From an optimization exercise on the open Yosys and OpenROAD flow, aimed at small area, a short achievable clock period and few clock cycles; shortcuts taken in it are not production practice. Only simulation tests tie the RTL to the original design; equivalence was not proved. Power is estimated from default activity; no workload was simulated.

Setup of red:
==> flow/design.v <==
module convolution_core (
input clk,
input reset,
input [31:0] t1,
input [31:0] t2,
input [31:0] t3,
input [31:0] t4,
input [2:0] k,
output [31:0] ret
);
	reg [31:0] acc_s, acc_c;
	reg        rst_q;
	wire [31:0] g0 = acc_s & acc_c;
	wire [31:0] p0 = acc_s ^ acc_c;
	wire [31:0] g1, p1, g2, p2, g3, p3, g4, p4, g5, p5;
	genvar i;
	generate for (i = 0; i < 32; i = i + 1) begin : pfx
		if (i % 2 == 1) begin
			assign g1[i] = g0[i] | p0[i] & g0[i-1];
			assign p1[i] = p0[i] & p0[i-1];
		end else begin
			assign g1[i] = g0[i]; assign p1[i] = p0[i];
		end
		if (i % 4 >= 2) begin
			assign g2[i] = g1[i] | p1[i] & g1[(i/4)*4+1];
			assign p2[i] = p1[i] & p1[(i/4)*4+1];
		end else begin
			assign g2[i] = g1[i]; assign p2[i] = p1[i];
		end
		if (i % 8 >= 4) begin
			assign g3[i] = g2[i] | p2[i] & g2[(i/8)*8+3];
			assign p3[i] = p2[i] & p2[(i/8)*8+3];
		end else begin
			assign g3[i] = g2[i]; assign p3[i] = p2[i];
		end
		if (i % 16 >= 8) begin
			assign g4[i] = g3[i] | p3[i] & g3[(i/16)*16+7];
			assign p4[i] = p3[i] & p3[(i/16)*16+7];
		end else begin
			assign g4[i] = g3[i]; assign p4[i] = p3[i];
		end
		if (i >= 16) begin
			assign g5[i] = g4[i] | p4[i] & g4[15];
		end else begin
			assign g5[i] = g4[i];
		end
	end endgenerate
	assign ret = p0 ^ {g5[30:0], 1'b0};
	wire [31:0] xs = acc_s & {32{~rst_q}};
	wire [31:0] xc = acc_c & {32{~rst_q}};
	wire [31:0] sa = xs ^ xc ^ t1;
	wire [31:0] ca = {(xs[30:0] & xc[30:0]) | (xs[30:0] & t1[30:0]) | (xc[30:0] & t1[30:0]), k[0]};
	wire [31:0] sb = t2 ^ t3 ^ t4;
	wire [31:0] cb = {(t2[30:0] & t3[30:0]) | (t2[30:0] & t4[30:0]) | (t3[30:0] & t4[30:0]), k[1]};
	wire [31:0] sc = sa ^ ca ^ sb;
	wire [31:0] cc = {(sa[30:0] & ca[30:0]) | (sa[30:0] & sb[30:0]) | (ca[30:0] & sb[30:0]), k[2]};
	wire [31:0] sd = sc ^ cc ^ cb;
	wire [31:0] cd = {(sc[30:0] & cc[30:0]) | (sc[30:0] & cb[30:0]) | (cc[30:0] & cb[30:0]), 1'b0};
	always @(posedge clk) begin
		rst_q <= reset;
		acc_s <= sd;
		acc_c <= cd;
	end
endmodule
`timescale 1 ps / 1 ps
module chris_slave (
		input  wire [3:0]  avs_s0_address,
		input  wire        avs_s0_read,
		output wire [31:0] avs_s0_readdata,
		input  wire        avs_s0_write,
		input  wire [31:0] avs_s0_writedata,
		output wire        avs_s0_waitrequest,
		input  wire        clock_clk,
		input  wire        reset_reset,
		output wire        LEDR
	);
	wire [3:0]  a   = avs_s0_address;
	wire [31:0] wd  = avs_s0_writedata;
	wire        rst = reset_reset;
	wire        wr  = avs_s0_write;
	wire        rd  = avs_s0_read;
	reg  [31:0] v0, v1, v2, v3, v4, v5, v6, v7, v8;
	reg  [31:0] rdata;     
	reg  [31:0] n1, n2, o2;
	reg  [2:0]  k;         
	reg         pv;        
	reg         wait_q;    
	reg         wait2;     
	reg         led_q;     
	assign avs_s0_readdata    = rdata;
	assign avs_s0_waitrequest = wait_q;
	assign LEDR               = led_q;
	wire [31:0] wdm = wd & {32{~rst}};
	always @(posedge clock_clk) begin
		if (rst | (wr && a == 4'd0)) v0 <= wdm;
		if (rst | (wr && a == 4'd1)) v1 <= wdm;
		if (rst | (wr && a == 4'd2)) v2 <= wdm;
		if (rst | (wr && a == 4'd3)) v3 <= wdm;
		if (rst | (wr && a == 4'd4)) v4 <= wdm;
		if (rst | (wr && a == 4'd5)) v5 <= wdm;
		if (rst | (wr && a == 4'd6)) v6 <= wdm;
		if (rst | (wr && a == 4'd7)) v7 <= wdm;
		if (rst | (wr && a == 4'd8)) v8 <= wdm;
	end
	reg  [31:0] vmux;
	always @(*) begin
		case (a)
			4'd0: vmux = v0;
			4'd1: vmux = v1;
			4'd2: vmux = v2;
			4'd3: vmux = v3;
			4'd4: vmux = v4;
			4'd5: vmux = v5;
			4'd6: vmux = v6;
			4'd7: vmux = v7;
			default: vmux = v8;
		endcase
	end
	wire [31:0] res;
	wire [31:0] rmux = (a == 4'd9) ? res : (a > 4'd9) ? 32'hffffffff : vmux;
	function [31:0] shl;
		input [31:0] x;
		input [1:0] s;
		case (s)
			2'd0: shl = x;
			2'd1: shl = {x[30:0], 1'b0};
			2'd2: shl = {x[29:0], 2'b0};
			default: shl = {x[28:0], 3'b0};
		endcase
	endfunction
	reg [4:0] w;
	always @(*) begin
		case (a)
			4'd0: w = 5'b00_0_00;    
			4'd1: w = 5'b00_0_01;    
			4'd2: w = 5'b11_0_10;    
			4'd3: w = 5'b00_0_10;    
			4'd4: w = 5'b10_0_10;    
			4'd5: w = 5'b10_1_10;    
			4'd6: w = 5'b11_0_11;    
			4'd7: w = 5'b00_0_11;    
			default: w = 5'b10_0_11;    
		endcase
	end
	wire on  = wr && (a[3] == 1'b0 || a == 4'd8);
	wire two = on && w[4];
	wire neg = w[3];
	wire [31:0] wd2  = w[2] ? {wd[30:0], 1'b0} : wd;
	wire [31:0] old2 = w[2] ? {vmux[30:0], 1'b0} : vmux;
	always @(posedge clock_clk) begin
		rdata <= on ? ~shl(vmux, w[1:0]) : rmux;
		n1    <= on ? shl(wd, w[1:0]) : 32'd0;
		n2    <= two ? (neg ? ~wd2 : wd2) : 32'd0;
		o2    <= two ? (neg ? old2 : ~old2) : 32'd0;
		k     <= {two & ~neg, on, two & neg};
		pv    <= on;
	end
	always @(posedge clock_clk) begin
		if (rst) begin
			wait_q <= 1'b0;
			wait2  <= 1'b0;
			led_q  <= 1'b0;
		end else begin
			if (wr && a == 4'd8) begin
				wait_q <= 1'b1;
				wait2  <= 1'b0;
				led_q  <= 1'b1;
			end else if (rd) begin
				if (wait_q) begin
					wait2 <= 1'b1;
					if (wait2) wait_q <= 1'b0;
				end else begin
					led_q <= 1'b0;
				end
			end
		end
	end
	convolution_core acc (
		.clk(clock_clk),
		.reset(rst),
		.t1(n1),
		.t2(n2),
		.t3(rdata & {32{pv}}),
		.t4(o2),
		.k(k),
		.ret(res)
	);
endmodule
clock: 6.0 ns
lec_check: 0
abc_area: 1
cap_margin: 20
core_margin: 2
core_utilization: 55
cts_buf_list: sky130_fd_sc_hd__clkbuf_8 sky130_fd_sc_hd__clkbuf_16
cts_cluster_diameter: 80
cts_cluster_size: 28
setup_slack_margin: 3.55
slew_margin: 20
run.sh (not shown) runs the stock make flow with config.mk's settings and CLKGATE_MAP_FILE= SYNTH_SCRIPT=/design/flow/synth_recipe.tcl, a recipe that flattens the netlist after the stock synthesis.
Testbench counts of red, summed over its fixed seeds: cycles 63,899.
The following lists how blue was set up differently from red:
Settings: putting GPL_ROUTABILITY_DRIVEN at 0 where nothing was set; swapping 3.55 for 3.6 in SETUP_SLACK_MARGIN.
[summary]
Detailed-placement wirelength estimate, blue and red: smaller value in blue. Power in the clock group for blue: about 10% down relative to red. blue: count of buffer and inverter cells on the critical path 1 above red. Diff red -> blue: final-layout non-clock buffer area share went up 1.9 points, total power lower.

re-timing with driven ports:
The results above use ideal ports. As a check the final layouts listed here were re-extracted and re-timed, cells and wires unchanged.
Step 1 assumes that a clkbuf_16 drives the clock port and a buf_2 every other input.
Step 2 also shifts input and output timing later by t, the mid clock arrival at the registers, as if the neighbouring blocks saw the same clock.
a / b / c = ideal ports / drivers / drivers and shift; a / b = the first two.
run | t, ns | setup WS [ns] | worst setup path after step 2 | clock arrival spread, ns
red | 0.675 | 3.473 / 3.501 / 2.830 | input to register | 0.031 / 0.031
blue | 0.659 | 3.583 / 3.564 / 2.937 | input to register | 0.034 / 0.034
After both steps every run listed still meets setup and hold. For blue, which loses most, drivers alone change the setup slack by -0.019 ns; drivers and shift together by -0.646 ns.
